This design comes from an exercise in tuning for small area, a short achievable clock period and few clock cycles per item on the open sky130 flow, not from production work. Function was checked by simulation only, so behaviour that the tests miss may differ from the original. In runs 6 and 7 the design's own scripts or RTL, not TritonCTS, make the clock network. The flow treats the clock pin as an ideal source. Dropping or thinning the clock tree relies on that and would not hold on a real chip. Power is estimated from default activity; no workload was simulated.

==> design/flow/design.v <==
module alu_add16 (input wire [15:0] a, b, input wire cin,
  output wire [15:0] sum, g, p);
  assign g = a & b;
  assign p = a ^ b;
  wire [15:0] g0 = {g[15:1], g[0] | (p[0] & cin)};
  wire [15:0] p0 = p;
  wire [15:0] g1, p1, g2, p2, g3, p3, g4, p4;
  genvar i;
  generate
    for (i = 0; i < 16; i = i + 1) begin : pre
      if (i % 2 == 1) begin
        assign g1[i] = g0[i] | (p0[i] & g0[i-1]);
        assign p1[i] = p0[i] & p0[i-1];
      end else begin
        assign g1[i] = g0[i];
        assign p1[i] = p0[i];
      end
      if (i % 4 >= 2) begin
        assign g2[i] = g1[i] | (p1[i] & g1[(i/4)*4+1]);
        assign p2[i] = p1[i] & p1[(i/4)*4+1];
      end else begin
        assign g2[i] = g1[i];
        assign p2[i] = p1[i];
      end
      if (i % 8 >= 4) begin
        assign g3[i] = g2[i] | (p2[i] & g2[(i/8)*8+3]);
        assign p3[i] = p2[i] & p2[(i/8)*8+3];
      end else begin
        assign g3[i] = g2[i];
        assign p3[i] = p2[i];
      end
      if (i % 16 >= 8) begin
        assign g4[i] = g3[i] | (p3[i] & g3[7]);
        assign p4[i] = p3[i] & p3[7];
      end else begin
        assign g4[i] = g3[i];
        assign p4[i] = p3[i];
      end
    end
  endgenerate
  assign sum = p ^ {g4[14:0], cin};
endmodule
module mproc (input wire clk, reset, input wire [15:0] ins, output wire [15:0] addr,
  output wire halted, wb_en, output wire [2:0] wb_addr, output wire [15:0] wb_data);
  reg [15:0] rf [0:7];
  reg [15:0] pc;
  reg        x_v;       
  reg        x_h;       
  reg        x_sub;     
  reg        x_log;     
  reg        x_or;      
  reg [2:0]  x_d;
  reg [7:0]  x_sa, x_sb;  
  reg        rf_reset;  
  wire       is_alu = ins[15:11] == 5'd0;
  integer i;
  always @(posedge clk) begin
    if (reset) begin
      pc  <= 16'd0;
      x_v <= 1'b0;
      x_h <= 1'b0;
    end else if (!x_h) begin
      pc  <= pc + 16'd1;
      x_v <= is_alu;
      x_h <= !is_alu;
    end
    x_sub <= ins[10:9] == 2'b01;
    x_log <= ins[10];
    x_or  <= ins[9];
    x_d   <= ins[8:6];
    for (i = 0; i < 8; i = i + 1) begin
      x_sa[i] <= ins[2:0] == i;
      x_sb[i] <= ins[5:3] == i;
    end
    rf_reset <= reset;
  end
  reg [15:0] va, vb0;
  always @(*) begin
    va  = 16'd0;
    vb0 = 16'd0;
    for (i = 0; i < 8; i = i + 1) begin
      va  = va  | ({16{x_sa[i]}} & rf[i]);
      vb0 = vb0 | ({16{x_sb[i]}} & rf[i]);
    end
  end
  wire [15:0] vb = vb0 ^ {16{x_sub}};
  wire [15:0] sum, g, p;
  alu_add16 add (va, vb, x_sub, sum, g, p);
  wire [15:0] res = x_log ? (x_or ? (g | p) : g) : sum;
  wire [15:0] wd0 = res | {16{rf_reset}};
  wire [15:0] wdx = res & ~{16{rf_reset}};
  always @(posedge clk) begin
    if (rf_reset | (x_v & x_d == 3'd0)) rf[0] <= wd0;
    for (i = 1; i < 8; i = i + 1)
      if (rf_reset | (x_v & x_d == i)) rf[i] <= wdx;
  end
  reg        wb_en_r, halted_r;
  reg [2:0]  wb_addr_r;
  reg [15:0] wb_data_r;
  always @(posedge clk) begin
    wb_en_r   <= x_v & !reset;
    halted_r  <= x_h & !reset;
    wb_addr_r <= x_d;
    wb_data_r <= res;
  end
  assign addr    = pc;
  assign halted  = halted_r;
  assign wb_en   = wb_en_r;
  assign wb_addr = wb_addr_r;
  assign wb_data = wb_data_r;
endmodule
==> design/flow/flow/run.sh <==
#!/bin/bash
# The standard layout with three changes to how it is made:
#  - adders are left to abc (no full/half-adder cells, which are slow);
#  - ports are buffered with buf_2 rather than a delay-cell buffer;
#  - timing repair works until the setup slack is at least SETUP_SLACK_MARGIN.
# Each tool's output goes to standard_flow.log (and ORFS's own logs under orfs/logs).
set -euo pipefail
bash standard.sh ADDER_MAP_FILE= SETUP_SLACK_MARGIN=9.0 \
  'BUFFER_PORTS_ARGS=-buffer_cell sky130_fd_sc_hd__buf_2' finish > standard_flow.log 2>&1
==> design/flow/standard.sh <==
#!/bin/bash
# synth_recipe.tcl (not shown) runs the flow's synth.tcl, then flattens the netlist and writes it again
# the make line also repeats each setting of config.mk as NAME=value (left out here)
make -C /OpenROAD-flow-scripts/flow DESIGN_CONFIG=/design/flow/config.mk WORK_HOME=/design/flow/orfs CLKGATE_MAP_FILE= SYNTH_SCRIPT=/design/flow/synth_recipe.tcl "${@:-finish}"
==> design/flow/config.mk <==
export PLATFORM = sky130hd
export DESIGN_NAME = mproc
export DESIGN_NICKNAME = mproc
export VERILOG_FILES = /design/flow/design.v
export SDC_FILE = /design/flow/constraint.sdc
export NUM_CORES = 4
export LEC_CHECK = 0
export ABC_AREA = 1
export CAP_MARGIN = 20
export CORE_MARGIN = 2
export CORE_UTILIZATION = 40
export SLEW_MARGIN = 20
==> design/flow/constraint.sdc <==
create_clock -name core_clock -period 12.0 [get_ports {clk}]
set_input_delay 2.4000 -clock core_clock [delete_from_list [all_inputs] [get_ports {clk}]]
set_output_delay 2.4000 -clock core_clock [all_outputs]
set_load 0.01 [all_outputs]
==> out/metrics.sh, run 1 <==
FINAL_UTIL_PCT=47.21
CP-STARTPOINT='pc[8]$_SDFFE_PP0N_'
PLACEMENT.IO_BUFFERS=54
HTREE_NUM_LEVELS=4
YS_SEQ_ELEMENTS=190
CRIT_PATH_CELL_TRACE='buf_6'
TIMING.CRITICAL_PATH.SLOWEST_STAGE_CELL='dfxtp_4'
CLKTRANSATPATHREGS_PS=80
DETAIL_ROUTE.DRC_VIOLATIONS=0
CP_NUM_BUF_INV=1
GLOBAL_ROUTE.OVERFLOW_TOTAL=0
YS_DOMINANT_REG_CELL='edfxtp_1'
HPWLAFTERDP_UM=15390
LAYOUT_WORST_PATH_CYCLE_SHARE_PCT=27.58
TOTAL_WIRELENGTH_UM=25640
SYNTHTOLAYOUTAREAGROWTH_PCT=15.12
TOTAL_LEAKAGE_POWER_nW=4.950
VDD_IR_DROP_MAX_mV=0.09892
GRT_PASS1_WL_UM=39390
TIMING_HOLD_VIOLATIONS_FINAL=0
WORSTSETUPSTARTPOINTTYPE='flip-flop'
LAYOUT-DRIVE-GT1-SHARE_PCT=19.60
DIE_HEIGHT_UM=156.8
POST_SYNTH.CELL_AREA_AVG_SQ_UM=8.215
SYNTH_ENABLE_FLOP_CELLS=128
WORST_HOLD_PATH_CLASS='flip-flop to flip-flop'
DETAIL_ROUTE.VIAS_PER_CELL=4.906
RSZ0062_AT_GRT='true'
WORST_SLEW_PIN_SLEW_PS=885.7
FIN_SETUP_TNS_PS=0
DRTANTENNAVIOLNETS=0
CP.DEPTH=1
CP_DATA_REQUIRED_TIME_PS=9600
DETAIL_ROUTE.FIRST_PASS.ITERATIONS=6
NUM_ANTENNA_CELLS=0
DIE_X_UM=156.8
REG2REG_FROM='x_log$_DFF_P_'
NUMCTSBUFFERS=17
NUMCLOCKSINKS=190
DETAIL_ROUTE.WL_PER_CELL_UM=16.90
SLEW-LIMIT-HEADROOM_PCT=40.87
POST_SYNTH_INSTANCE_AREA_SQ_UM=9340
GRT_PASS1_VIAS=7099
CATEGORY_OF_THE_MOST_CRITICAL_SETUP_PATH='flip-flop to primary output'
ROUTABILITYCONGESTION=0.8407
LAYOUT.NETS=1209
POST-ROUTE-MIN-PERIOD_PS=3310
TRITONCTS='built'
DESIGN.PORTCOUNT=55
CTSLONGESTPATHBUFFERS=2
POSTSYNTH.ASYNCRESETSHARE_PCT=0
TOTAL_CORE_AREA_SQ_UM=22780
DIE_AREA_SQ_UM=24590
CLKLATENCYLATEPIN_PS=440
ANTENNA_FOUND_INITIAL=0
SEQ_AREA_FRAC_SYNTH_PCT=54.44
TIMING.CRITICAL_PATH.MAX_DELAY_FAMILY='flip-flops'
CRITICAL_PATH.ENDPOINT_TYPE='primary output'
CRITPATHMAXSTAGEDELAY_PS=350
VIAS=7443
MAX_FREQ_MHz=302.2
OUTCOME='complete, no violations'
HIGHEST_LAYER='met4'
WL_MET1_UM=11140
ROUTED_LENGTH_ON_MET3_UM=1545
YS.WARNINGS.COUNT=2
GRT_UTIL_ALL_LAYERS_PCT=21.56
DR_WL_MET2_UM=12210
DETAIL_ROUTE.ITER0.VIOLATIONS=622
CRIT_FANOUT=2
MAXSLEWVIOLCOUNT=0
CTS_ROOT_BUF='clkbuf_16'
WORST_R2R_PATH_DEPTH=3
LARGEST_NET_DEGREE_AT_THE_START_OF_GLOBAL_ROUTING=24
CAP_VIOLATIONS=0
INITIAL_CORE_UTILIZATION_PCT=41.01
CRIT_PATH_DAT_PS=910
SETUP_VIOLATION_TOTAL_IN_THE_FINAL_TIMING_REPORT=0
WORSTHOLDSTART='x_d[2]$_DFF_P_'
POSTSYNTHCELLCOUNT=1137
HOLDPATHSTAGES=0
SYNTH.NET_COUNT=1155
SYNTH_CELL_TYPE_COUNT=44
POWER.DENSITY_CELL_AREA_nW_PER_UM2=160.6
FIN_SKEW_PS=14.72
NUM_ROWS=55
-- cells in the final DEF (no fill, tap or decap), types with 3 or more instances in the layout --
master,synthesis,layout
a21boi_0,3,3
a21oi_1,18,18
a22o_1,4,4
and3_1,3,3
buf_2,12,26
buf_4,1,26
buf_6,22,28
clkbuf_16,0,18
dfxtp_1,62,19
dfxtp_2,0,27
dfxtp_4,0,16
edfxtp_1,128,128
inv_1,86,86
inv_2,9,8
inv_6,0,4
inv_8,0,5
nand2_1,517,517
nand2_2,24,24
nand3_1,53,53
nand3_2,10,10
nand4_1,10,10
nor2_1,77,76
nor2_2,16,17
nor2_4,5,5
nor3_1,22,22
o21ai_0,20,12
o21ai_2,1,9
or2_2,3,3
-- what timing repair did --
item,CTS,global route
endpoints found under the hold margin,0,0
endpoints found under the setup margin,114,121
buffers inserted,12,2
pin swaps,0,0
hold buffers,0,0
gates resized for setup,56,34
-- power breakdown --
group          switching [mW]  internal (mW)
clock                   0.284          0.295
combinational           0.201          0.107
sequential             0.0508          0.791
-- cell usage after synthesis (all sizes together), types with 9 or more instances --
master	number	area share, %
nand2	543	23
o21ai	22	1.2
nand3	64	4.1
nand4	10	0.67
a21oi	19	1.1
dfxtp	62	13
nor2	98	4.8
nor3	22	1.2
buf	36	3.4
inv	95	3.8
edfxtp	128	41
clkbuf	9	0.38
-- final timing paths --
kind	slack, ps	to
setup / recovery	8690	addr[8]
hold / removal	360	wb_addr_r[2]$_DFF_P_
setup reg to reg	9230	rf[6][3]$_DFFE_PP_
hold reg to reg	360	wb_addr_r[2]$_DFF_P_
-- layer usage --
metal / track usage (%) / vias up
met1: 27.95 / 3390
li1: - / 3729
met3: 3.517 / 57
met2: 36.53 / 267
met5: 0 / -
met4: 7.514 / 0
-- area by class of cell --
type | instances | area (sq um)
multi-input combinational | 806 | 3573
inverter | 96 | 362.8
clock buffer | 18 | 450.4
sequential | 190 | 5179
clock inverter | 14 | 155.1
tap | 313 | 391.6
timing repair buffer | 80 | 640.6
fill | 2154 | 12030
-- kinds of logic after synthesis --
kind of cell,count (synthesis),synth area share (%)
AND/OR/NAND/NOR,748,34.09
buffers and inverters,141,7.649
XOR/XNOR,3,0.2814
AO/OA/AOI/OAI,55,3.537
flip-flops,190,54.44
-- sequential cells by signal (all words and copies together), names as in the netlist, 3 cells and up --
signal / cells
x_d: 3
rf: 128
pc: 16
x_sb: 8
wb_data_r: 16
x_sa: 8
wb_addr_r: 3
-- per-stage QoR --
| stage | hold slack, ps | setup WS, ps | cell area [sq um] | std cells | power (mW) |
|---|---|---|---|---|---|
| 6_report | 360.5 | 8690 | 10750 | 1517 | 1.727 |
| 3_5_place_dp | 355.3 | 8819 | 9764 | 1471 | 1.149 |
| 5_1_grt | 364.9 | 8668 | 10750 | 1517 | 1.810 |
| 2_1_floorplan | 344.3 | 9011 | 9354 | 1137 | 1.056 |
| 4_1_cts | 369.2 | 8681 | 10630 | 1515 | 1.728 |
| 3_3_place_gp | 359.0 | 8862 | 9764 | 1471 | 1.143 |
Testbench counts, summed over its fixed seeds: cycles 29,394, instrs 28,434.
==> run 2, diff against run 1 <==
--- a/design/flow/flow/run.sh
+++ b/design/flow/flow/run.sh
@@ -6,4 +6,4 @@
 # Each tool's output goes to standard_flow.log (and ORFS's own logs under orfs/logs).
 set -euo pipefail
-bash standard.sh ADDER_MAP_FILE= SETUP_SLACK_MARGIN=9.0 \
+bash standard.sh ADDER_MAP_FILE= SETUP_SLACK_MARGIN=8.7 \
   'BUFFER_PORTS_ARGS=-buffer_cell sky130_fd_sc_hd__buf_2' finish > standard_flow.log 2>&1
--- a/design/flow/config.mk
+++ b/design/flow/config.mk
@@ -6,5 +6,4 @@
 export NUM_CORES = 4
 export LEC_CHECK = 0
-export ABC_AREA = 1
 export CAP_MARGIN = 20
 export CORE_MARGIN = 2
==> out/metrics.sh, run 2 <==
OUTCOME='complete, no violations'
LARGEST_NET_DEGREE_AT_THE_START_OF_GLOBAL_ROUTING=40
SEQ_AREA_FRAC_SYNTH_PCT=56.95
YS.WARNINGS.COUNT=2
SYNTH_ENABLE_FLOP_CELLS=128
NETLIST_TOP_CELLS_COUNT='edfxtp_1 (128), a22oi_1 (126), dfxtp_1 (62)'
CLKLATENCYLATEPIN_PS=450
RSZ0062_AT_GRT='true'
DETAIL_ROUTE.FIRST_PASS.ITERATIONS=7
DETAIL_ROUTE.DRC_VIOLATIONS=0
GRT_PASS1_VIAS=6717
FF_LATCH_AREA_SQ_UM=5174
VDD_IR_DROP_MAX_mV=0.09686
TIMING_HOLD_VIOLATIONS_FINAL=0
HTREE_NUM_LEVELS=4
SYNTH_AREA_IN_SIMPLE_GATES_PCT=13.61
HPWLAFTERDP_UM=16030
CP_DATA_REQUIRED_TIME_PS=12190
DRTANTENNAVIOLNETS=0
POST-SYNTH-TOP-AREA-CELL='edfxtp_1'
TRITONCTS='built'
SYNTH_TOP_FAMILY_BY_AREA='compound AO/OA/AOI/OAI gates'
WORST_R2R_PATH_DEPTH=12
NUMCLOCKSINKS=190
PLACEMENT.IO_BUFFERS=54
POWER.DENSITY_CELL_AREA_nW_PER_UM2=181.4
FIN_SKEW_PS=12.90
GRT_UTIL_ALL_LAYERS_PCT=21.66
CRIT_FANOUT=7
CATEGORY_OF_THE_MOST_CRITICAL_SETUP_PATH='flip-flop to flip-flop'
DETAIL_ROUTE.VIAS_PER_CELL=6.209
TOTAL_LEAKAGE_POWER_nW=3.968
TOP_REGISTER='rf'
DIE_HEIGHT_UM=153.4
MULTIPLEXER_SHARE_OF_THE_SYNTHESIZED_AREA_PCT=1.107
SYNTH_CELL_TYPE_COUNT=77
TOTAL_WIRELENGTH_UM=26100
DIE_X_UM=153.4
POST_SYNTH.CELL_AREA_AVG_SQ_UM=11.66
POSTSYNTHCELLCOUNT=766
LAYOUT-DRIVE-GT1-SHARE_PCT=32.09
NUM_ANTENNA_CELLS=0
CTSLONGESTPATHBUFFERS=2
CAP_VIOLATIONS=0
LAYOUT_COMMON_CELLS='edfxtp_1 (128), a22oi_1 (123), buf_4 (52), nor2_1 (51), nand2_1 (43)'
ROUTABILITYCONGESTION=0.9046
WORSTHOLDSTART='x_d[2]$_DFF_P_'
LAYOUT_WORST_PATH_CYCLE_SHARE_PCT=29.79
CLKTRANSATPATHREGS_PS=70
LAYOUT.NETS=865
POST-ROUTE-MIN-PERIOD_PS=3575
MIN_TO='wb_addr_r[2]$_DFF_P_'
MAX_FREQ_MHz=279.7
TOTAL_CORE_AREA_SQ_UM=21890
FIN_SETUP_TNS_PS=0
POSTSYNTH.ASYNCRESETSHARE_PCT=0
FINISH.CELL_COUNT_WITHOUT_FILLERS=1140
CRIT_PATH_DAT_PS=3770
SYNTH_TOP_CELLS_BY_AREA='edfxtp_1 (43%), dfxtp_1 (14%), a22oi_1 (11%)'
PLACED_INSTANCE_AREA_SQ_UM=9340
REPORT.POWER.TOTAL_mW=1.995
DESIGN.PORTCOUNT=55
MAXSLEWVIOLCOUNT=0
WORST_HOLD_PATH_CLASS='flip-flop to flip-flop'
SLEW-LIMIT-HEADROOM_PCT=25.91
SYNTH_ADDER_AREA_SHARE_PCT=0.8128
SYNTH.NET_COUNT=784
WORST_SLEW_PIN_SLEW_PS=1111
CTS_ROOT_BUF='clkbuf_16'
SYNTHDOMINANTCELLAREASHARE_PCT=43.05
LARGEST_REG_FLOPS=128
SYNTHMOSTINSTANTIATEDCELL='edfxtp_1'
GRT_PASS1_WL_UM=38720
YS_SEQ_ELEMENTS=190
GLOBAL_ROUTE.OVERFLOW_TOTAL=0
DETAIL_ROUTE.ITER0.VIOLATIONS=756
REG2REG_FROM='rf[0][0]$_DFFE_PP_'
SYNTH_XOR_XNOR_AREA_SHARE_PCT=4.302
DESIGN_AREA_SQ_UM=10990
ANTENNA_FOUND_INITIAL=0
WORSTSETUPSTARTPOINTTYPE='flip-flop'
MULTIINPUTGATEAREA_SQ_UM=3936
SYNTH_COMPOUND_GATE_AREA_SHARE_PCT=19.62
SYNTHTOLAYOUTAREAGROWTH_PCT=23.14
FILLCELLCOUNT=1931
DETAIL_ROUTE.WL_PER_CELL_UM=22.89
PLACED_CELLS=1053
FIN_WORST_HOLD_SLACK_PS=444.6
HOLDPATHSTAGES=0
YS_DOMINANT_REG_CELL='edfxtp_1'
DIE_AREA_SQ_UM=23530
NUMCTSBUFFERS=17
CRITICAL_PATH.ENDPOINT_TYPE='flip-flop'
FINAL_COMMON_CELL='edfxtp_1'
RRSETUPSLACK_PS=8430
NUM_ROWS=54
VIAS=7078
SETUP_VIOLATION_TOTAL_IN_THE_FINAL_TIMING_REPORT=0
POST_SYNTH_INSTANCE_AREA_SQ_UM=8929
BIGGESTREGSBYFLOPS='rf x128, pc x16, wb_data_r x16'
INITIAL_CORE_UTILIZATION_PCT=40.79
R2R-END='rf[1][9]$_DFFE_PP_'
==> run 2: cell count changes in the layout (fill, tap and decap cells not counted), sizes merged, moves of 8 or more <==
cell | before | now
xnor2 | 1 | 22
nand4 | 10 | 31
a31oi | 0 | 8
buf | 80 | 114
inv | 106 | 18
xor2 | 2 | 21
nor3 | 22 | 7
nand3 | 64 | 15
and2 | 1 | 14
o211ai | 1 | 10
nand2 | 543 | 47
nor2 | 98 | 57
a22oi | 0 | 130
==> run 2: logic make-up after synthesis <==
| kind of cell | after synthesis |
|---|---|
| AOI/OAI and AO/OA | 227 |
| and+or+nand+nor | 226 |
| DFF | 190 |
| buffers and inverters | 64 |
| xor gates and xnor gates | 43 |
| muxes | 9 |
| adders and majority gates | 7 |
==> run 2: worst max-delay path by stage <==
stage                             startpoint             endpoint  cells after the start  slack [ps]
final                     rf[0][0]$_DFFE_PP_   rf[1][9]$_DFFE_PP_                     12        8430
after global routing      rf[0][0]$_DFFE_PP_  rf[4][14]$_DFFE_PP_                     11        8330
after detailed placement     x_sb[1]$_DFF_P_  rf[5][12]$_DFFE_PP_                     10        7870
after global placement       x_sb[0]$_DFF_P_  rf[5][12]$_DFFE_PP_                     10        7990
after CTS                 rf[0][0]$_DFFE_PP_  rf[2][14]$_DFFE_PP_                     11        8470
after floorplan           rf[4][0]$_DFFE_PP_  rf[1][14]$_DFFE_PP_                     10        8650
==> run 2: what timing repair did <==
item | 4_1_cts | 5_1_grt
resized for setup | 104 | 59
setup buffers | 25 | 29
cloned | 0 | 0
endpoints found under the setup margin | 138 | 145
hold buffers | 0 | 0
pin swaps | 18 | 34
==> run 2: critical path: stages, from the launching register on <==
cell       delay (ps)
edfxtp_1          490
a22oi_2           230
nand4_2           120
mux2_4            330
maj3_2            340
maj3_2            380
buf_6             140
buf_6             100
o2111ai_4         280
nand2_2           120
o21a_1            230
or3_4             360
and2_4            200
==> run 2: final cells by class <==
cell class,instances,area share (%)
sequential,190,47.06
clock inverter,15,1.388
multi-input combinational,512,35.80
tap,280,3.187
inverter,12,0.4097
timing repair buffer,114,8.285
clock buffer,17,3.869
==> run 2: routing by layer <==
| metal | vias to the layer above | wire, um | GRT usage, % |
|---|---|---|---|
| met5 | - | 0 | 0 |
| met4 | 0 | 811 | 8.650 |
| met3 | 76 | 2209 | 5.387 |
| met2 | 401 | 12450 | 34.57 |
| met1 | 3464 | 10630 | 28.44 |
| li1 | 3137 | - | - |
==> run 2: through the flow <==
stage	util [%]	setup WS (ps)
finish	50.22	8425
global route	50.22	8328
CTS	47.86	8469
detailed placement	42.67	7870
global placement	42.67	7987
floorplan	-	8652
==> run 2: power breakdown <==
group	internal (mW)	switching (mW)
clock network	0.276	0.275
logic	0.243	0.312
registers	0.818	0.0701
==> run 3, diff against run 2 <==
--- a/design/flow/config.mk
+++ b/design/flow/config.mk
@@ -6,4 +6,5 @@
 export NUM_CORES = 4
 export LEC_CHECK = 0
+export ABC_AREA = 1
 export CAP_MARGIN = 20
 export CORE_MARGIN = 2
==> out/metrics.sh, run 3 <==
RRSETUPSLACK_PS=9150
DETAIL_ROUTE.WL_PER_CELL_UM=16.95
DRTANTENNAVIOLNETS=0
CTSLONGESTPATHBUFFERS=2
DESIGN.PORTCOUNT=55
LAYOUT-DRIVE-GT1-SHARE_PCT=19.12
DIE_AREA_SQ_UM=24590
WORSTSETUPSTARTPOINTTYPE='flip-flop'
WORST_HOLD_PATH_CLASS='flip-flop to flip-flop'
POST-ROUTE-MIN-PERIOD_PS=3310
VIAS=7550
NUM_ROWS=55
ANTENNA_FOUND_INITIAL=0
CLKTRANSATPATHREGS_PS=80
LAYOUT.NETS=1208
SYNTHTOLAYOUTAREAGROWTH_PCT=14.21
YS_SEQ_ELEMENTS=190
FIN_SKEW_PS=15.51
SEQ_AREA_FRAC_SYNTH_PCT=54.44
LAYOUT_COMMON_CELLS='nand2_1 (517), edfxtp_1 (128), inv_1 (86), nor2_1 (77), nand3_1 (53)'
CRIT_PATH_CELL_TRACE='buf_6'
POSTSYNTH.ASYNCRESETSHARE_PCT=0
R2R-END='rf[4][8]$_DFFE_PP_'
PLACEMENT.IO_BUFFERS=54
DIE_X_UM=156.8
DIE_HEIGHT_UM=156.8
CP_NUM_BUF_INV=1
GRT_PASS1_VIAS=7180
BIGGESTREGSBYFLOPS='rf x128, pc x16, wb_data_r x16'
GRT_PASS1_WL_UM=39460
TOP_REGISTER='rf'
CP.DEPTH=1
TIMING_HOLD_VIOLATIONS_FINAL=0
SYNTHDOMINANTCELLAREASHARE_PCT=41.15
CATEGORY_OF_THE_MOST_CRITICAL_SETUP_PATH='flip-flop to primary output'
REG2REG_FROM='x_sub$_DFF_P_'
SYNTHMOSTINSTANTIATEDCELL='nand2_1'
TOTAL_LEAKAGE_POWER_nW=4.925
POST_SYNTH.CELL_AREA_AVG_SQ_UM=8.215
LAYOUT_WORST_PATH_CYCLE_SHARE_PCT=27.59
CRIT_PATH_END='addr[5]'
SYNTH.NET_COUNT=1155
POSTSYNTHCELLCOUNT=1137
SYNTH_CELL_TYPE_COUNT=44
CRIT_PATH_DAT_PS=910
CRIT_FANOUT=3
DETAIL_ROUTE.DRC_VIOLATIONS=0
SLEW-LIMIT-HEADROOM_PCT=52.10
LARGEST_REG_FLOPS=128
NET-SWITCHING-POWER_mW=0.5301
OUTCOME='complete, no violations'
WORST_SLEW_PIN_SLEW_PS=718.4
POST_SYNTH_INSTANCE_AREA_SQ_UM=9340
NUMCTSBUFFERS=17
VDD_IR_DROP_MAX_mV=0.09526
FIN_SETUP_TNS_PS=0
FINAL_COMMON_CELL='nand2_1'
REPORT.POWER.TOTAL_mW=1.716
CLKPWRFRAC_PCT=33.4
INTERNAL_POWER_mW=1.186
TOTAL_WIRELENGTH_UM=25690
GLOBAL_ROUTE.OVERFLOW_TOTAL=0
LARGEST_NET_DEGREE_AT_THE_START_OF_GLOBAL_ROUTING=24
CTS.HOLD.BUFFERS_ADDED=0
DETAIL_ROUTE.VIAS_PER_CELL=4.980
CLKLATENCYLATEPIN_PS=440
POWER_SHARE_OF_THE_COMBINATIONAL_GROUP_PCT=17.6
CAP_VIOLATIONS=0
HPWLAFTERDP_UM=15740
MAX_FREQ_MHz=302.1
TIMING.CRITICAL_PATH.MAX_DELAY_FAMILY='flip-flops'
SYNTH_TOP_CELLS_BY_AREA='edfxtp_1 (41%), nand2_1 (21%), dfxtp_1 (13%)'
CP_DATA_REQUIRED_TIME_PS=9600
NUM_ANTENNA_CELLS=0
POWER.DENSITY_CELL_AREA_nW_PER_UM2=160.9
SEQ_POWER_SHARE_PCT=49.0
SETUP_VIOLATION_TOTAL_IN_THE_FINAL_TIMING_REPORT=0
DETAIL_ROUTE.FIRST_PASS.ITERATIONS=7
CRITPATHMAXSTAGEDELAY_PS=360
TRITONCTS='built'
ROUTABILITYCONGESTION=0.8313
CRITICAL_PATH.ENDPOINT_TYPE='primary output'
NUMCLOCKSINKS=190
TOTAL_CORE_AREA_SQ_UM=22780
POWER.SWITCHING_FRACTION_PCT=30.89
INITIAL_CORE_UTILIZATION_PCT=41.01
CP-STARTPOINT='pc[5]$_SDFFE_PP0N_'
WORST_R2R_PATH_DEPTH=14
SYNTH_ENABLE_FLOP_CELLS=128
POST-SYNTH-TOP-AREA-CELL='edfxtp_1'
MAXSLEWVIOLCOUNT=0
YS.WARNINGS.COUNT=2
NETLIST_TOP_CELLS_COUNT='nand2_1 (517), edfxtp_1 (128), inv_1 (86)'
GRT_UTIL_ALL_LAYERS_PCT=21.79
FILLCELLCOUNT=2202
HTREE_NUM_LEVELS=4
DETAIL_ROUTE.ITER0.VIOLATIONS=694
RSZ0062_AT_GRT='true'
CTS_ROOT_BUF='clkbuf_16'
YS_DOMINANT_REG_CELL='edfxtp_1'
TIMING.CRITICAL_PATH.SLOWEST_STAGE_CELL='dfxtp_2'
## run 3: area by class of cell
cell class | count | area [sq um] | area share (%)
flip-flops and latches | 190 | 5136 | 48.15
multi-input cells | 806 | 3571 | 33.47
repair buffers | 79 | 595.6 | 5.583
clock buffers | 18 | 450.4 | 4.222
well taps | 313 | 391.6 | 3.671
inverters | 96 | 360.3 | 3.378
clock inverters | 14 | 162.7 | 1.525
## run 3: cells by family after synthesis
group                  count (synthesis)  synth area share, %
AO/OA/AOI/OAI                         55                3.537
XOR/XNOR                               3               0.2814
buffers and inverters                141                7.649
flip-flops                           190                54.44
AND/OR/NAND/NOR                      748                34.09
## run 3: routing by layer
layer,track usage (%),wire (um),part of all wire [%],up-vias
li1,-,-,-,3721
met1,28.06,10860,42,3457
met2,36.57,11950,46,314
met3,3.766,2147,8.4,58
met4,8.475,739,2.9,0
met5,0,0,0,-
## run 3: worst reg2reg max path, cell delays in order (launching register included)
cell	delay, ps
dfxtp_2	640
inv_2	340
nand3_1	220
nand3_2	140
nand3_2	120
nand2_1	70
nand2_1	70
nand2_2	90
nand2_2	140
nand2_4	100
nand2_2	90
nand3_1	70
nand2_1	130
inv_1	70
nor2_1	330
## run 3: worst min-delay path by stage
stage	slack, ps	start	endpoint	cells after the start
final	360	x_d[2]$_DFF_P_	wb_addr_r[2]$_DFF_P_	0
after global routing	370	x_d[2]$_DFF_P_	wb_addr_r[2]$_DFF_P_	0
after CTS	370	x_d[2]$_DFF_P_	wb_addr_r[2]$_DFF_P_	0
after detailed placement	370	x_d[2]$_DFF_P_	wb_addr_r[2]$_DFF_P_	0
after global placement	360	x_d[2]$_DFF_P_	wb_addr_r[2]$_DFF_P_	0
after floorplan	340	x_d[2]$_DFF_P_	wb_addr_r[2]$_DFF_P_	0
## run 3: metrics by stage
step / hold WS, ps / utilization (%) / worst slack, ps / area [sq um] / instances
floorplan: 344.3 / - / 8834 / 9340 / 1137
global placement: 364.6 / 42.87 / 8798 / 9764 / 1471
detailed placement: 371.2 / 42.88 / 8764 / 9768 / 1471
CTS: 365.9 / 46.60 / 8670 / 10610 / 1514
global route: 366.0 / 46.83 / 8654 / 10670 / 1516
finish: 358.2 / 46.83 / 8690 / 10670 / 1516
## run 3: power groups by stage
| stage | sequential [mW] | combinational, mW | clock [mW] |
|---|---|---|---|
| 2_1_floorplan | 0.838 | 0.217 | 0 |
| 3_3_place_gp | 0.853 | 0.294 | 0 |
| 3_5_place_dp | 0.853 | 0.296 | 0 |
| 4_1_cts | 0.840 | 0.303 | 0.583 |
| 5_1_grt | 0.849 | 0.343 | 0.607 |
| 6_report | 0.841 | 0.302 | 0.573 |
## run 3: what timing repair did
| item | CTS | global route |
|---|---|---|
| resized for setup | 40 | 23 |
| setup endpoints to repair | 23 | 109 |
| pin swaps | 0 | 0 |
| endpoints found under the hold margin | 0 | 0 |
| setup buffers | 11 | 2 |
==> run 4, diff against run 3 <==
--- a/design/flow/config.mk
+++ b/design/flow/config.mk
@@ -9,4 +9,7 @@
 export CAP_MARGIN = 20
 export CORE_MARGIN = 2
-export CORE_UTILIZATION = 40
+export CORE_UTILIZATION = 65
+export CTS_CLUSTER_DIAMETER = 60
+export CTS_CLUSTER_SIZE = 40
+export PLACE_DENSITY = 0.75
 export SLEW_MARGIN = 20
==> out/metrics.sh, run 4 <==
ANTENNA_FOUND_INITIAL=0
YS_DOMINANT_REG_CELL='edfxtp_1'
RRSETUPSLACK_PS=8920
POST_SYNTH.CELL_AREA_AVG_SQ_UM=8.215
SYNTH.NET_COUNT=1155
SYNTHMOSTINSTANTIATEDCELL='nand2_1'
LAYOUT.NETS=1206
SEQ_AREA_FRAC_SYNTH_PCT=54.44
VIAS=7874
TOP_REGISTER='rf'
FINAL.SETUP.WORST_SLACK_PS=8652
GRT_UTIL_ALL_LAYERS_PCT=34.06
REPORT.POWER.TOTAL_mW=1.701
FIN_SKEW_PS=12.88
LARGEST_REG_FLOPS=128
CAP_VIOLATIONS=0
SLEW-LIMIT-HEADROOM_PCT=38.88
YS_SEQ_ELEMENTS=190
SYNTHTOLAYOUTAREAGROWTH_PCT=12.12
CTSLONGESTPATHBUFFERS=2
HTREE_NUM_LEVELS=4
TOTAL_LEAKAGE_POWER_nW=4.906
DIE_AREA_SQ_UM=15350
TIMING_HOLD_VIOLATIONS_FINAL=0
NUM_ANTENNA_CELLS=0
MAXSLEWVIOLCOUNT=0
WORST_HOLD_PATH_CLASS='flip-flop to flip-flop'
POSTSYNTH.ASYNCRESETSHARE_PCT=0
POSTSYNTHCELLCOUNT=1137
CRITICAL_PATH.ENDPOINT_TYPE='primary output'
DESIGN_AREA_SQ_UM=10470
POST_SYNTH_INSTANCE_AREA_SQ_UM=9340
DETAIL_ROUTE.DRC_VIOLATIONS=0
LAYOUT_COMMON_CELLS='nand2_1 (517), edfxtp_1 (128), inv_1 (85), nor2_1 (77), nand3_1 (53)'
CP_NUM_BUF_INV=1
NUMCTSBUFFERS=17
TOTAL_WIRELENGTH_UM=25630
FILLCELLCOUNT=1002
LARGEST_NET_DEGREE_AT_THE_START_OF_GLOBAL_ROUTING=25
TIMING.CRITICAL_PATH.MAX_DELAY_FAMILY='flip-flops'
VDD_IR_DROP_MAX_mV=0.1269
RSZ0062_AT_GRT='true'
DESIGN.PORTCOUNT=55
WORSTSETUPSTARTPOINTTYPE='flip-flop'
CRITPATHMAXSTAGEDELAY_PS=390
CRIT_PATH_DAT_PS=950
BIGGESTREGSBYFLOPS='rf x128, pc x16, wb_data_r x16'
SYNTHDOMINANTCELLAREASHARE_PCT=41.15
GLOBAL_ROUTE.OVERFLOW_TOTAL=0
HPWLAFTERDP_UM=14670
DIE_HEIGHT_UM=123.9
TIMING.CRITICAL_PATH.SLOWEST_STAGE_CELL='dfxtp_4'
POST-SYNTH-TOP-AREA-CELL='edfxtp_1'
YS.WARNINGS.COUNT=2
FIN_SETUP_TNS_PS=0
CRIT_FANOUT=4
DIE_X_UM=123.9
MAX_FREQ_MHz=298.7
PLACED_INSTANCE_AREA_SQ_UM=9575
WORST_SLEW_PIN_SLEW_PS=915.5
LAYOUT_WORST_PATH_CYCLE_SHARE_PCT=27.90
PLACEMENT.IO_BUFFERS=54
DETAIL_ROUTE.WL_PER_CELL_UM=18.56
FINAL_COMMON_CELL='nand2_1'
DETAIL_ROUTE.ITER0.VIOLATIONS=908
DETAIL_ROUTE.VIAS_PER_CELL=5.702
POWER.DENSITY_CELL_AREA_nW_PER_UM2=162.4
CTS.HOLD.BUFFERS_ADDED=0
DETAIL_ROUTE.FIRST_PASS.ITERATIONS=8
DETAILEDPLACE.WORSTSLACK_PS=8834
SYNTH_TOP_CELLS_BY_AREA='edfxtp_1 (41%), nand2_1 (21%), dfxtp_1 (13%)'
NETLIST_TOP_CELLS_COUNT='nand2_1 (517), edfxtp_1 (128), inv_1 (86)'
CLKTRANSATPATHREGS_PS=70
DRTANTENNAVIOLNETS=0
NUMCLOCKSINKS=190
SYNTH_ENABLE_FLOP_CELLS=128
CLKLATENCYLATEPIN_PS=430
OUTCOME='complete, no violations'
SETUP_VIOLATION_TOTAL_IN_THE_FINAL_TIMING_REPORT=0
CATEGORY_OF_THE_MOST_CRITICAL_SETUP_PATH='flip-flop to primary output'
TOTAL_CORE_AREA_SQ_UM=13930
SYNTH_CELL_TYPE_COUNT=44
TRITONCTS='built'
LAYOUT-DRIVE-GT1-SHARE_PCT=18.90
CTS_ROOT_BUF='clkbuf_16'
GRT_PASS1_VIAS=7086
POST-ROUTE-MIN-PERIOD_PS=3348
CP_DATA_REQUIRED_TIME_PS=9600
NUM_ROWS=43
ROUTABILITYCONGESTION=0.8830
GRT_PASS1_WL_UM=37580
INITIAL_CORE_UTILIZATION_PCT=67.03
CRIT_PATH_CELL_TRACE='buf_6'
==> run 4: logic make-up after synthesis <==
kind of cell | count (synthesis) | share of synthesized area [%]
flip-flops | 190 | 54.44
AO/OA/AOI/OAI | 55 | 3.537
AND/OR/NAND/NOR | 748 | 34.09
XOR/XNOR | 3 | 0.2814
buffers and inverters | 141 | 7.649
==> run 4: metal layers <==
layer  routed length, um  up-vias  GRT usage (%)
met5                   0        -              0
met4                1150        0          15.55
met3                2534      106          7.051
met2               12160      434          54.98
met1                9785     3612          44.53
li1                    -     3722              -
==> run 4: worst paths after layout <==
path / start / end / depth (start not counted)
min reg2reg: x_d[2]$_DFF_P_ / wb_addr_r[2]$_DFF_P_ / 0
min: x_d[2]$_DFF_P_ / wb_addr_r[2]$_DFF_P_ / 0
max reg2reg: x_sa[2]$_DFF_P_ / rf[6][11]$_DFFE_PP_ / 18
max: pc[8]$_SDFFE_PP0N_ / addr[8] / 1
==> run 4: timing repair <==
action | 4_1_cts | 5_1_grt
pin swaps | 0 | 0
setup buffers | 10 | 4
setup endpoints to repair | 16 | 87
gates resized for setup | 26 | 38
==> run 4: where the power goes <==
part / switching [mW] / internal (mW) / total [mW]
combinational: 0.201 / 0.101 / 0.302
clock: 0.254 / 0.303 / 0.557
sequential: 0.0497 / 0.792 / 0.842
==> run 4: final cells by class <==
type	count	area (sq um)	share of cell area [%]
sequential	190	5139	49.07
clock inverter	13	125.1	1.195
tap	180	225.2	2.151
multi-input combinational	806	3582	34.21
timing repair buffer	77	586.8	5.603
inverter	96	360.3	3.441
clock buffer	19	454.2	4.337
==> run 4: worst reg2reg max path, cell delays in order (launching register included) <==
cell     delay (ps)
dfxtp_1         920
nand2_1         120
nand2_1          90
nor2_1           50
nand2_1         100
nor2_1           70
nor2_1          140
nand3_2         110
nand2_1          90
nand2_1          60
nand2_2         110
nand2_2         120
nand2_4         130
nand2_1          80
nand2_1          70
nand2_1          60
nand3_2          60
nand2_2          80
nor2_1          360
==> run 4: per-stage QoR <==
| step | hold slack (ps) | utilization (%) | cells |
|---|---|---|---|
| final | 367.9 | 75.15 | 1381 |
| after global routing | 375.9 | 75.15 | 1381 |
| after CTS | 365.6 | 73.95 | 1377 |
| after detailed placement | 355.5 | 68.72 | 1335 |
| after global placement | 352.4 | 68.72 | 1335 |
| after floorplan | 344.3 | - | 1137 |
==> run 5, diff against run 4 <==
--- a/design/flow/flow/run.sh
+++ b/design/flow/flow/run.sh
@@ -6,4 +6,4 @@
 # Each tool's output goes to standard_flow.log (and ORFS's own logs under orfs/logs).
 set -euo pipefail
-bash standard.sh ADDER_MAP_FILE= SETUP_SLACK_MARGIN=8.7 \
+bash standard.sh ADDER_MAP_FILE= SETUP_SLACK_MARGIN=8.5 \
   'BUFFER_PORTS_ARGS=-buffer_cell sky130_fd_sc_hd__buf_2' finish > standard_flow.log 2>&1
--- a/design/flow/config.mk
+++ b/design/flow/config.mk
@@ -9,7 +9,4 @@
 export CAP_MARGIN = 20
 export CORE_MARGIN = 2
-export CORE_UTILIZATION = 65
-export CTS_CLUSTER_DIAMETER = 60
-export CTS_CLUSTER_SIZE = 40
-export PLACE_DENSITY = 0.75
+export CORE_UTILIZATION = 40
 export SLEW_MARGIN = 20
==> out/metrics.sh, run 5 <==
TIMING.CRITICAL_PATH.MAX_DELAY_FAMILY='flip-flops'
SYNTH_ENABLE_FLOP_CELLS=128
YS.WARNINGS.COUNT=2
CTS_ROOT_BUF='clkbuf_16'
TIMING_HOLD_VIOLATIONS_FINAL=0
TOTAL_CORE_AREA_SQ_UM=22780
POST-SYNTH-TOP-AREA-CELL='edfxtp_1'
POST-ROUTE-MIN-PERIOD_PS=3434
FIN_WORST_HOLD_SLACK_PS=364.7
SYNTH_CELL_TYPE_COUNT=44
INITIAL_CORE_UTILIZATION_PCT=41.01
LARGEST_REG_FLOPS=128
VDD_IR_DROP_MAX_mV=0.09622
CRIT_PATH_CELL_TRACE='buf_2'
R2R-END='rf[1][11]$_DFFE_PP_'
TIMING.CRITICAL_PATH.SLOWEST_STAGE_CELL='dfxtp_1'
DETAIL_ROUTE.FIRST_PASS.ITERATIONS=7
PLACEMENT.IO_BUFFERS=54
POWER.DENSITY_CELL_AREA_nW_PER_UM2=164.6
POST_SYNTH_INSTANCE_AREA_SQ_UM=9340
SETUP_VIOLATION_TOTAL_IN_THE_FINAL_TIMING_REPORT=0
DETAIL_ROUTE.VIAS_PER_CELL=5.018
WORST_SLEW_PIN_SLEW_PS=1116
CP-STARTPOINT='pc[8]$_SDFFE_PP0N_'
POSTSYNTHCELLCOUNT=1137
HTREE_NUM_LEVELS=4
SYNTH_COMPOUND_GATE_AREA_SHARE_PCT=3.537
FINAL_COMMON_CELL='nand2_1'
CTSLONGESTPATHBUFFERS=2
WORSTSETUPSTARTPOINTTYPE='flip-flop'
DIE_AREA_SQ_UM=24590
CAP_VIOLATIONS=0
MAX_FREQ_MHz=291.2
DETAIL_ROUTE.ITER0.VIOLATIONS=713
NUM_ROWS=55
SYNTHMOSTINSTANTIATEDCELL='nand2_1'
SYNTH_ADDER_AREA_SHARE_PCT=0
SYNTH_TOP_CELLS_BY_AREA='edfxtp_1 (41%), nand2_1 (21%), dfxtp_1 (13%)'
CP_DATA_REQUIRED_TIME_PS=9600
FINAL_UTIL_PCT=45.59
FIN_SETUP_TNS_PS=0
TOTAL_WIRELENGTH_UM=25570
DIE_HEIGHT_UM=156.8
CRITICAL_PATH.ENDPOINT_TYPE='primary output'
TOP_REGISTER='rf'
WORST_HOLD_PATH_CLASS='flip-flop to flip-flop'
POST_SYNTH.CELL_AREA_AVG_SQ_UM=8.215
CP_NUM_BUF_INV=1
TOTAL_LEAKAGE_POWER_nW=4.820
SLEW-LIMIT-HEADROOM_PCT=25.52
CLKTRANSATPATHREGS_PS=80
NUMCLOCKSINKS=190
DETAIL_ROUTE.WL_PER_CELL_UM=17.01
MAXSLEWVIOLCOUNT=0
GRT_PASS1_VIAS=7100
DETAILEDPLACE.WORSTSLACK_PS=8764
DIE_X_UM=156.8
TRITONCTS='built'
SYNTHTOLAYOUTAREAGROWTH_PCT=11.19
DRTANTENNAVIOLNETS=0
BIGGESTREGSBYFLOPS='rf x128, pc x16, wb_data_r x16'
GRT_PASS1_WL_UM=39120
DESIGN.PORTCOUNT=55
GRT_UTIL_ALL_LAYERS_PCT=21.64
NETLIST_TOP_CELLS_COUNT='nand2_1 (517), edfxtp_1 (128), inv_1 (86)'
DETAIL_ROUTE.DRC_VIOLATIONS=0
LAYOUT_WORST_PATH_CYCLE_SHARE_PCT=28.62
MULTIPLEXER_SHARE_OF_THE_SYNTHESIZED_AREA_PCT=0
LAYOUT_COMMON_CELLS='nand2_1 (517), edfxtp_1 (128), inv_1 (86), nor2_1 (77), dfxtp_1 (59)'
SYNTH.NET_COUNT=1155
NUM_ANTENNA_CELLS=0
SYNTHDOMINANTCELLAREASHARE_PCT=41.15
CRIT_PATH_END='addr[8]'
GLOBAL_ROUTE.OVERFLOW_TOTAL=0
VIAS=7542
REG2REG_FROM='x_sub$_DFF_P_'
SYNTH_TOP_FAMILY_BY_AREA='simple AND/OR/NAND/NOR gates'
CRIT_FANOUT=4
HPWLAFTERDP_UM=15740
CRITPATHMAXSTAGEDELAY_PS=420
LAYOUT.NETS=1195
WORSTHOLDSTART='x_d[2]$_DFF_P_'
RSZ0062_AT_GRT='false'
LAYOUT-DRIVE-GT1-SHARE_PCT=15.21
YS_SEQ_ELEMENTS=190
SEQ_AREA_FRAC_SYNTH_PCT=54.44
YS_DOMINANT_REG_CELL='edfxtp_1'
NUMCTSBUFFERS=17
CRIT_PATH_DAT_PS=1030
OUTCOME='complete, no violations'
ANTENNA_FOUND_INITIAL=0
CLKLATENCYLATEPIN_PS=450
SYNTH_AREA_IN_SIMPLE_GATES_PCT=34.09
FIN_SKEW_PS=13.94
CATEGORY_OF_THE_MOST_CRITICAL_SETUP_PATH='flip-flop to primary output'
LARGEST_NET_DEGREE_AT_THE_START_OF_GLOBAL_ROUTING=24
FINAL.SETUP.WORST_SLACK_PS=8566
SYNTH_XOR_XNOR_AREA_SHARE_PCT=0.2813
POSTSYNTH.ASYNCRESETSHARE_PCT=0
CP.DEPTH=1
ROUTABILITYCONGESTION=0.8313
RRSETUPSLACK_PS=8730
WORST_R2R_PATH_DEPTH=16
run 5: cell types whose count changed in the layout (fill, tap and decap cells not counted), moves of 3 or more:
cell,before,now
buf_2,31,54
buf_4,23,12
buf_6,23,0
clkinv_2,3,0
clkinv_8,0,5
dfxtp_1,23,59
dfxtp_2,37,3
o21ai_2,6,9
run 5: how the worst min path moves through the flow:
| stage | end | cells past startpoint |
|---|---|---|
| after floorplan | wb_addr_r[2]$_DFF_P_ | 0 |
| after global placement | wb_addr_r[2]$_DFF_P_ | 0 |
| after detailed placement | wb_addr_r[2]$_DFF_P_ | 0 |
| after CTS | wb_addr_r[2]$_DFF_P_ | 0 |
| after global routing | wb_addr_r[2]$_DFF_P_ | 0 |
| final | wb_addr_r[2]$_DFF_P_ | 0 |
run 5: report_power, final:
| part | internal (mW) | total (mW) | switching [mW] |
|---|---|---|---|
| clock network | 0.293 | 0.574 | 0.281 |
| logic | 0.0959 | 0.296 | 0.200 |
| registers | 0.790 | 0.839 | 0.0491 |
| total | 1.18 | 1.71 | 0.530 |
run 5: layout make-up:
type,instances,area (sq um)
sequential,190,5089
multi-input combinational,806,3571
tap,313,391.6
clock buffer,18,450.4
inverter,96,360.3
timing repair buffer,66,360.3
clock inverter,14,162.7
fill,2233,12390
run 5: per-stage QoR:
stage	instances	cell area (sq um)	total power, mW
final	1503	10390	1.710
after global placement	1471	9764	1.147
after CTS	1503	10380	1.719
after floorplan	1137	9340	1.055
after global routing	1503	10390	1.791
after detailed placement	1471	9768	1.149
run 5: routing by layer:
metal	GRT usage [%]	routed length, um
met5	0	0
met4	8.475	854
met3	3.739	1955
met2	36.07	11820
met1	28.04	10950
run 5: cells by family after synthesis:
family	count (synthesis)
AOI/OAI and AO/OA	55
xor gates and xnor gates	3
buffers and inverters	141
DFF	190
and+or+nand+nor	748
run 5: what timing repair did:
item                       4_1_cts  5_1_grt
hold buffers                     0        0
setup endpoints to repair        0       13
setup buffers                    0        0
resized for setup                0        3
==> run 6, diff against run 5 <==
==> design/flow/flow/run.sh (replaced) <==
#!/bin/bash
# The standard layout with four changes to how it is made:
#  - adders are left to abc (no full/half-adder cells, which are slow);
#  - ports are buffered with buf_2 rather than a delay-cell buffer;
#  - the clock tree is built by flow/mytree.tcl (two balanced levels of
#    clkbuf_16: 4 roots on the clock port, 12 leaves) instead of TritonCTS,
#    for a shorter clock insertion delay;
#  - timing repair works until the setup slack is at least SETUP_SLACK_MARGIN.
# Each tool's output goes to standard_flow.log (and ORFS's own logs under orfs/logs).
set -euo pipefail
bash standard.sh ADDER_MAP_FILE= SETUP_SLACK_MARGIN=8.8 \
  'BUFFER_PORTS_ARGS=-buffer_cell sky130_fd_sc_hd__buf_2' \
  PRE_CTS_TCL="$PWD/flow/mytree.tcl" finish > standard_flow.log 2>&1
==> design/flow/flow/mytree.tcl (new file) <==
# A shallow clock tree built by hand: the register clock pins are split into
# NLEAF clusters (k-means on their locations), each driven by one leaf
# buffer at its centre; the leaf buffers are split the same way into NROOT
# groups, each driven by one root buffer, which the clock port drives.
proc mytree_kmeans { pts k } {
  # pts: list of {x y}; returns {assign centroids}
  set n [llength $pts]
  set order [lsort -real -index 0 $pts]
  set cent {}
  for {set c 0} {$c < $k} {incr c} {
    lappend cent [lindex $order [expr {int(($c+0.5)*$n/$k)}]]
  }
  for {set iter 0} {$iter < 50} {incr iter} {
    set sum [lrepeat $k {0 0 0}]
    set assign {}
    foreach p $pts {
      lassign $p x y
      set best 0; set bd 1e30
      for {set c 0} {$c < $k} {incr c} {
        lassign [lindex $cent $c] cx cy
        set d [expr {($x-$cx)*($x-$cx)+($y-$cy)*($y-$cy)}]
        if {$d < $bd} { set bd $d; set best $c }
      }
      lappend assign $best
      lassign [lindex $sum $best] sx sy sc
      lset sum $best [list [expr {$sx+$x}] [expr {$sy+$y}] [expr {$sc+1}]]
    }
    for {set c 0} {$c < $k} {incr c} {
      lassign [lindex $sum $c] sx sy sc
      if {$sc > 0} { lset cent $c [list [expr {$sx/double($sc)}] [expr {$sy/double($sc)}]] }
    }
  }
  return [list $assign $cent]
}

proc mytree_add_buf { block master name in_net cx cy } {
  set inst [odb::dbInst_create $block $master $name]
  set net [odb::dbNet_create $block "${name}_net"]
  $net setSigType CLOCK
  [$inst findITerm A] connect $in_net
  [$inst findITerm X] connect $net
  $inst setLocation [expr {int($cx)}] [expr {int($cy)}]
  $inst setPlacementStatus PLACED
  return $net
}

proc mytree_build { nleaf nroot leafcell rootcell } {
  set block [ord::get_db_block]
  set clk_net [[[$block findBTerm clk] getNet] getName]
  set clk_net [$block findNet $clk_net]
  set iterms [$clk_net getITerms]
  set pts {}
  foreach it $iterms {
    set bb [[$it getInst] getBBox]
    lappend pts [list [expr {([$bb xMin]+[$bb xMax])/2.0}] [expr {([$bb yMin]+[$bb yMax])/2.0}]]
  }
  lassign [mytree_kmeans $pts $nleaf] la lc
  # disconnect the sinks first
  foreach it $iterms { $it disconnect }
  set rootnets {}
  if {$nroot > 0} {
    lassign [mytree_kmeans $lc $nroot] ra rc
    set rm [[ord::get_db] findMaster $rootcell]
    for {set r 0} {$r < $nroot} {incr r} {
      lassign [lindex $rc $r] cx cy
      lappend rootnets [mytree_add_buf $block $rm "mytree_root_$r" $clk_net $cx $cy]
    }
  }
  set lm [[ord::get_db] findMaster $leafcell]
  set leafnets {}
  for {set c 0} {$c < $nleaf} {incr c} {
    lassign [lindex $lc $c] cx cy
    set in $clk_net
    if {$nroot > 0} { set in [lindex $rootnets [lindex $ra $c]] }
    lappend leafnets [mytree_add_buf $block $lm "mytree_leaf_$c" $in $cx $cy]
  }
  set cnt [lrepeat $nleaf 0]
  foreach it $iterms c $la {
    $it connect [lindex $leafnets $c]
    lset cnt $c [expr {[lindex $cnt $c]+1}]
  }
  puts "mytree: [llength $iterms] sinks over $nleaf leaves ([join $cnt /]), $nroot roots"
}

# Used as ORFS's PRE_CTS_TCL hook: build the tree here, then let the CTS
# step's clock_tree_synthesis call only switch to propagated clocks; the
# rest of the step (timing repair, detailed placement) runs as usual.
mytree_build 12 4 sky130_fd_sc_hd__clkbuf_16 sky130_fd_sc_hd__clkbuf_16
rename clock_tree_synthesis mytree_unused_cts
proc clock_tree_synthesis { args } {
  puts "clock_tree_synthesis replaced by the hand-built tree (mytree.tcl)"
  set_propagated_clock [all_clocks]
}
==> out/metrics.sh, run 6 <==
LARGEST_NET_DEGREE_AT_THE_START_OF_GLOBAL_ROUTING=27
NETLIST_TOP_CELLS_COUNT='nand2_1 (517), edfxtp_1 (128), inv_1 (86)'
POST_SYNTH_INSTANCE_AREA_SQ_UM=9340
LAYOUT-DRIVE-GT1-SHARE_PCT=16.62
FILLCELLCOUNT=2247
SYNTH_ENABLE_FLOP_CELLS=128
LAYOUT.NETS=1199
CAP_VIOLATIONS=0
LARGEST_REG_FLOPS=128
VIAS=7508
SYNTH_TOP_FAMILY_BY_AREA='simple AND/OR/NAND/NOR gates'
WORSTSETUPSTARTPOINTTYPE='flip-flop'
VDD_IR_DROP_MAX_mV=0.08841
SEQ_AREA_FRAC_SYNTH_PCT=54.44
POST_SYNTH.CELL_AREA_AVG_SQ_UM=8.215
CP_NUM_BUF_INV=1
DETAIL_ROUTE.ITER0.VIOLATIONS=639
SYNTH_ADDER_AREA_SHARE_PCT=0
INITIAL_CORE_UTILIZATION_PCT=41.01
CP_DATA_REQUIRED_TIME_PS=9600
TOP_REGISTER='rf'
NUM_ROWS=55
TIMING_HOLD_VIOLATIONS_FINAL=0
NUM_ANTENNA_CELLS=0
MAXSLEWVIOLCOUNT=0
YS.WARNINGS.COUNT=2
YS_SEQ_ELEMENTS=190
TOTAL_LEAKAGE_POWER_nW=4.759
CLKLATENCYLATEPIN_PS=300
POSTSYNTH.ASYNCRESETSHARE_PCT=0
DIE_HEIGHT_UM=156.8
SYNTH_CELL_TYPE_COUNT=44
CATEGORY_OF_THE_MOST_CRITICAL_SETUP_PATH='flip-flop to primary output'
SYNTHTOLAYOUTAREAGROWTH_PCT=9.940
SYNTH_AREA_IN_SIMPLE_GATES_PCT=34.09
DETAIL_ROUTE.FIRST_PASS.ITERATIONS=7
LAYOUT_WORST_PATH_CYCLE_SHARE_PCT=26.36
SYNTH_TOP_CELLS_BY_AREA='edfxtp_1 (41%), nand2_1 (21%), dfxtp_1 (13%)'
RSZ0062_AT_GRT='false'
SYNTH_COMPOUND_GATE_AREA_SHARE_PCT=3.537
GRT_PASS1_WL_UM=38760
ANTENNA_FOUND_INITIAL=0
DETAIL_ROUTE.WL_PER_CELL_UM=16.96
POST-ROUTE-MIN-PERIOD_PS=3163
GRT_UTIL_ALL_LAYERS_PCT=20.70
MAX_FREQ_MHz=316.2
LAYOUT_COMMON_CELLS='nand2_1 (517), edfxtp_1 (128), inv_1 (86), nor2_1 (77), nand3_1 (53)'
CRIT_FANOUT=2
OUTCOME='complete, no violations'
SYNTH.NET_COUNT=1155
REPORT.POWER.TOTAL_mW=1.566
POSTSYNTHCELLCOUNT=1137
WORST_HOLD_PATH_CLASS='flip-flop to flip-flop'
TIMING.CRITICAL_PATH.SLOWEST_STAGE_CELL='dfxtp_4'
CLKTRANSATPATHREGS_PS=70
SYNTH_XOR_XNOR_AREA_SHARE_PCT=0.2813
FINAL_COMMON_CELL='nand2_1'
MULTIINPUTGATEAREA_SQ_UM=3571
SLEW-LIMIT-HEADROOM_PCT=53.36
CRITPATHMAXSTAGEDELAY_PS=340
SYNTHDOMINANTCELLAREASHARE_PCT=41.15
FF_LATCH_AREA_SQ_UM=5126
FIN_SETUP_TNS_PS=0
GLOBAL_ROUTE.OVERFLOW_TOTAL=0
DETAIL_ROUTE.VIAS_PER_CELL=5.032
DETAIL_ROUTE.DRC_VIOLATIONS=0
CRITICAL_PATH.ENDPOINT_TYPE='primary output'
TOTAL_WIRELENGTH_UM=25310
DRTANTENNAVIOLNETS=0
SYNTHMOSTINSTANTIATEDCELL='nand2_1'
DIE_X_UM=156.8
CRIT_PATH_DAT_PS=760
POWER.DENSITY_CELL_AREA_nW_PER_UM2=152.5
CRIT_PATH_CELL_TRACE='buf_4'
FIN_SKEW_PS=41.19
GRT_PASS1_VIAS=7078
CTS.HOLD.BUFFERS_ADDED=0
TIMING.CRITICAL_PATH.MAX_DELAY_FAMILY='flip-flops'
POST-SYNTH-TOP-AREA-CELL='edfxtp_1'
ROUTABILITYCONGESTION=0.8313
WORST_SLEW_PIN_SLEW_PS=699.5
SETUP_VIOLATION_TOTAL_IN_THE_FINAL_TIMING_REPORT=0
PLACEMENT.IO_BUFFERS=54
DESIGN.PORTCOUNT=55
YS_DOMINANT_REG_CELL='edfxtp_1'
TOTAL_CORE_AREA_SQ_UM=22780
BIGGESTREGSBYFLOPS='rf x128, pc x16, wb_data_r x16'
HPWLAFTERDP_UM=15740
MULTIPLEXER_SHARE_OF_THE_SYNTHESIZED_AREA_PCT=0
DIE_AREA_SQ_UM=24590
run 6: path summary, 6_finish.rpt:
| kind | startpoint | end | slack [ps] | depth (start not counted) |
|---|---|---|---|---|
| worst max-delay path | pc[11]$_SDFFE_PP0N_ | addr[11] | 8840 | 1 |
| worst min-delay path | x_d[2]$_DFF_P_ | wb_addr_r[2]$_DFF_P_ | 380 | 0 |
| worst max register to register | x_sb[1]$_DFF_P_ | rf[6][8]$_DFFE_PP_ | 9150 | 18 |
| worst min register to register | x_d[2]$_DFF_P_ | wb_addr_r[2]$_DFF_P_ | 380 | 0 |
run 6: what timing repair did:
| action | CTS | global route |
|---|---|---|
| endpoints found under the setup margin | 9 | 94 |
| gates cloned | 0 | 0 |
| setup buffers | 2 | 3 |
| resized for setup | 9 | 26 |
run 6: where the power goes:
part | switching [mW] | internal [mW] | leakage (nW) | total [mW]
combinational | 0.199 | 0.0957 | 2.75 | 0.295
clock | 0.194 | 0.237 | 0.197 | 0.431
sequential | 0.0489 | 0.791 | 1.81 | 0.840
total | 0.443 | 1.12 | 4.76 | 1.57
run 6: area by class of cell:
class                           count  share of cell area, %
Tap cell                          313                  3.814
Timing Repair Buffer               71                  4.082
Sequential cell                   190                  49.92
Inverter                           96                  3.509
Multi-Input combinational cell    806                  34.78
Buffer                             16                  3.899
run 6: per-stage QoR:
step | worst slack, ps | cells | hold WS, ps | area (sq um) | utilization (%)
detailed placement | 8764 | 1471 | 371.2 | 9768 | 42.88
finish | 8837 | 1492 | 376.9 | 10270 | 45.08
global placement | 8798 | 1471 | 364.6 | 9764 | 42.87
floorplan | 8834 | 1137 | 344.3 | 9340 | -
global route | 8802 | 1492 | 391.6 | 10270 | 45.08
CTS | 8775 | 1489 | 380.7 | 10190 | 44.76
run 6: logic make-up after synthesis:
| family | Yosys count |
|---|---|
| flip-flops | 190 |
| AO/OA/AOI/OAI | 55 |
| buffers and inverters | 141 |
| AND/OR/NAND/NOR | 748 |
| XOR/XNOR | 3 |
run 6: metal layers:
layer	wire (um)	track usage (%)	vias up
li1	-	-	3684
met1	10870	27.62	3472
met2	11860	36.01	297
met3	1926	2.077	55
met4	646	5.374	0
met5	0	0	-
==> run 7, diff against run 6 <==
==> design/flow/flow/run.sh (replaced) <==
#!/bin/bash
# The standard layout with four changes to how it is made:
#  - synthesis is the standard flow's own script with abc mapping for area
#    (flow/mysynth.tcl, flow/abc_area.script), and adders are left to abc
#    (no full/half-adder cells, which are slow);
#  - ports are buffered with buf_2 rather than a delay-cell buffer;
#  - the clock tree is built by flow/mytree.tcl (two balanced levels of
#    clkbuf_16: 4 roots on the clock port, 12 leaves) instead of TritonCTS,
#    for a shorter clock insertion delay;
#  - timing repair works until the setup slack is at least SETUP_SLACK_MARGIN.
# Each tool's output goes to standard_flow.log (and ORFS's own logs under orfs/logs).
set -euo pipefail
bash standard.sh SYNTH_SCRIPT="$PWD/flow/mysynth.tcl" ADDER_MAP_FILE= SETUP_SLACK_MARGIN=8.8 \
  'BUFFER_PORTS_ARGS=-buffer_cell sky130_fd_sc_hd__buf_2' \
  PRE_CTS_TCL="$PWD/flow/mytree.tcl" finish > standard_flow.log 2>&1
==> design/flow/flow/abc_area.script (new file) <==
strash
&get -n
&st
&dch
&nf -a
&put
topo
stime -c
==> design/flow/flow/mysynth.tcl (new file) <==
# The standard synthesis script (synth_recipe.tcl) with one change: abc
# maps with flow/abc_area.script (area-oriented mapping) instead of ORFS's.
set mysynth_abc_script [file join [file dirname [file normalize [info script]]] abc_area.script]
proc synth {args} { yosys synth -nofsm -noshare {*}$args }
proc abc {args} {
  set i [lsearch -exact $args -script]
  if {$i >= 0} { lset args [expr {$i+1}] $::mysynth_abc_script }
  yosys abc {*}$args
}
source $::env(SCRIPTS_DIR)/synth.tcl
# left out here: clear keep_hierarchy, flatten, clean up, hide names made inside functions, write 1_2_yosys.v
==> out/metrics.sh, run 7 <==
OUTCOME='complete, no violations'
MAXSLEWVIOLCOUNT=0
CLKLATENCYLATEPIN_PS=310
SYNTH_AREA_IN_SIMPLE_GATES_PCT=12.57
SLEW-LIMIT-HEADROOM_PCT=21.50
ROUTABILITYCONGESTION=0.8489
SYNTHTOLAYOUTAREAGROWTH_PCT=27.76
INITIAL_CORE_UTILIZATION_PCT=40.78
GLOBAL_ROUTE.OVERFLOW_TOTAL=0
CAP_VIOLATIONS=0
CATEGORY_OF_THE_MOST_CRITICAL_SETUP_PATH='flip-flop to flip-flop'
TOTAL_CORE_AREA_SQ_UM=19460
SYNTH_COMPOUND_GATE_AREA_SHARE_PCT=17.78
LARGEST_REG_FLOPS=128
YS_DOMINANT_REG_CELL='edfxtp_1'
SETUP_VIOLATION_TOTAL_IN_THE_FINAL_TIMING_REPORT=0
DRTANTENNAVIOLNETS=0
MULTIPLEXER_SHARE_OF_THE_SYNTHESIZED_AREA_PCT=0.1261
CTS.HOLD.BUFFERS_ADDED=0
CRIT_PATH_DAT_PS=3460
NET-SWITCHING-POWER_mW=0.5250
TIMING.CRITICAL_PATH.SLOWEST_STAGE_CELL='dfxtp_4'
FINISH.CELL_COUNT_WITHOUT_FILLERS=1051
LAYOUT.NETS=806
RRSETUPSLACK_PS=8580
YS_SEQ_ELEMENTS=190
POSTSYNTH.ASYNCRESETSHARE_PCT=0
POST_SYNTH.CELL_AREA_AVG_SQ_UM=12.48
LARGEST_NET_DEGREE_AT_THE_START_OF_GLOBAL_ROUTING=28
RSZ0062_AT_GRT='true'
R2R-END='rf[4][15]$_DFFE_PP_'
GRT_PASS1_VIAS=6531
CRITPATHMAXSTAGEDELAY_PS=400
DIE_AREA_SQ_UM=20980
MAX_FREQ_MHz=292.3
MIN_TO='wb_addr_r[2]$_DFF_P_'
DESIGN.PORTCOUNT=55
HPWLAFTERDP_UM=13450
LAYOUT-DRIVE-GT1-SHARE_PCT=32.82
NUM_ANTENNA_CELLS=0
POST_SYNTH_INSTANCE_AREA_SQ_UM=7936
VIAS=6547
BIGGESTREGSBYFLOPS='rf x128, pc x16, wb_data_r x16'
SYNTH.NET_COUNT=654
LAYOUT_WORST_PATH_CYCLE_SHARE_PCT=28.51
DESIGN_AREA_SQ_UM=10140
PLACED_INSTANCE_AREA_SQ_UM=8583
VDD_IR_DROP_MAX_mV=0.07529
CRIT_FANOUT=7
REG2REG_FROM='x_sb[0]$_DFF_P_'
DETAIL_ROUTE.ITER0.VIOLATIONS=960
SEQ_POWER_SHARE_PCT=48.7
FIN_WORST_HOLD_SLACK_PS=431.0
TOP_REGISTER='rf'
CP.DEPTH=14
CLKPWRFRAC_PCT=23.6
SYNTH_ADDER_AREA_SHARE_PCT=0.5045
SYNTHDOMINANTCELLAREASHARE_PCT=48.43
DETAIL_ROUTE.DRC_VIOLATIONS=0
POWER.SWITCHING_FRACTION_PCT=29.05
WORSTSETUPSTARTPOINTTYPE='flip-flop'
TOTAL_LEAKAGE_POWER_nW=3.789
TIMING_HOLD_VIOLATIONS_FINAL=0
NUM_ROWS=51
SYNTH_XOR_XNOR_AREA_SHARE_PCT=4.194
CRITICAL_PATH.ENDPOINT_TYPE='flip-flop'
ANTENNA_FOUND_INITIAL=0
INTERNAL_POWER_mW=1.283
PLACED_CELLS=957
HOLDPATHSTAGES=0
SYNTH_ENABLE_FLOP_CELLS=128
## run 7: cell count changes in the layout (fill, tap and decap cells not counted), sizes merged, moves of 15 or more
cell / previous run / this run
nand3: 64 / 23
buf: 71 / 134
a22oi: 0 / 23
inv: 95 / 0
clkinv: 1 / 16
xnor2: 1 / 28
a222oi: 0 / 50
nand2: 543 / 53
nor2: 98 / 56
## run 7: how the worst max path moves through the flow
| stage | start | slack [ps] | to |
|---|---|---|---|
| after global routing | x_sb[0]$_DFF_P_ | 8450 | rf[4][15]$_DFFE_PP_ |
| final | x_sb[0]$_DFF_P_ | 8580 | rf[4][15]$_DFFE_PP_ |
| after detailed placement | x_sb[0]$_DFF_P_ | 7920 | rf[6][14]$_DFFE_PP_ |
| after global placement | x_sub$_DFF_P_ | 8040 | rf[4][15]$_DFFE_PP_ |
| after CTS | rf[0][3]$_DFFE_PP_ | 8700 | rf[1][13]$_DFFE_PP_ |
| after floorplan | ins[12] | 8780 | x_v$_SDFFE_PP0N_ |
## run 7: timing repair
item / CTS / global route
setup buffers: 61 / 17
gates resized for setup: 108 / 40
endpoints found under the setup margin: 115 / 122
pin swaps: 53 / 27
## run 7: power groups by stage
stage	Combinational (mW)	Clock (mW)	Sequential, mW
after floorplan	0.217	0	0.878
final	0.500	0.427	0.880
after detailed placement	0.319	0	0.890
after global routing	0.538	0.460	0.888
after global placement	0.310	0	0.888
after CTS	0.431	0.436	0.876
## run 7: area by class of cell
type                            instances  area [sq um]
Fill cell                            1633          9323
Tap cell                              265         331.6
Sequential cell                       190          5165
Inverter                               16         65.06
Timing Repair Buffer                  134         949.7
Buffer                                 16         400.4
Multi-Input combinational cell        430          3228
## run 7: kinds of logic (layout without fill, tap and decap cells)
| logic type | Yosys count | in the layout |
|---|---|---|
| AND/OR/NAND/NOR | 208 | 208 |
| flip-flops | 190 | 190 |
| AO/OA/AOI/OAI | 179 | 179 |
| XOR/XNOR | 38 | 38 |
| buffers and inverters | 16 | 166 |
| adder cells (fa/ha/maj) | 4 | 4 |
| multiplexers | 1 | 1 |
## run 7: through the flow
stage,worst slack (ps),power (mW)
finish,8578,1.808
global route,8445,1.886
CTS,8697,1.744
detailed placement,7924,1.209
global placement,8037,1.198
floorplan,8777,1.096
## run 7: routing by layer
layer	GRT usage (%)	up-vias	share of wire, %
li1	-	2855	-
met1	30.33	3130	38
met2	38.28	454	46
met3	4.278	108	11
met4	9.351	0	4.6
met5	0	-	0

port drivers added, routing unchanged:
The flow's constraints put no driver on any port. The routed layouts listed below were extracted and timed again, unchanged, in two steps. Step 1 assumes that a clkbuf_16 drives the clock port and a buf_2 every other input. Step 2 times the ports against the registers' clock, not the clock port: input delays grow and output delays shrink by t, the midpoint of the rising clock arrivals with the driver on. Three values: ideal ports, drivers, drivers and shift; two values: the first two.
run | shift t [ns] | setup slack, ns
run 1 | 0.477 | 8.690 / 8.646 / 8.830
run 2 | 0.488 | 8.425 / 8.425 / 8.425
run 3 | 0.481 | 8.690 / 8.644 / 8.781
run 4 | 0.472 | 8.652 / 8.607 / 8.600
run 5 | 0.483 | 8.566 / 8.521 / 8.726
run 6 | 0.373 | 8.837 / 8.742 / 8.765
run 7 | 0.388 | 8.578 / 8.578 / 8.578
After both steps setup and hold are still met in every run listed.
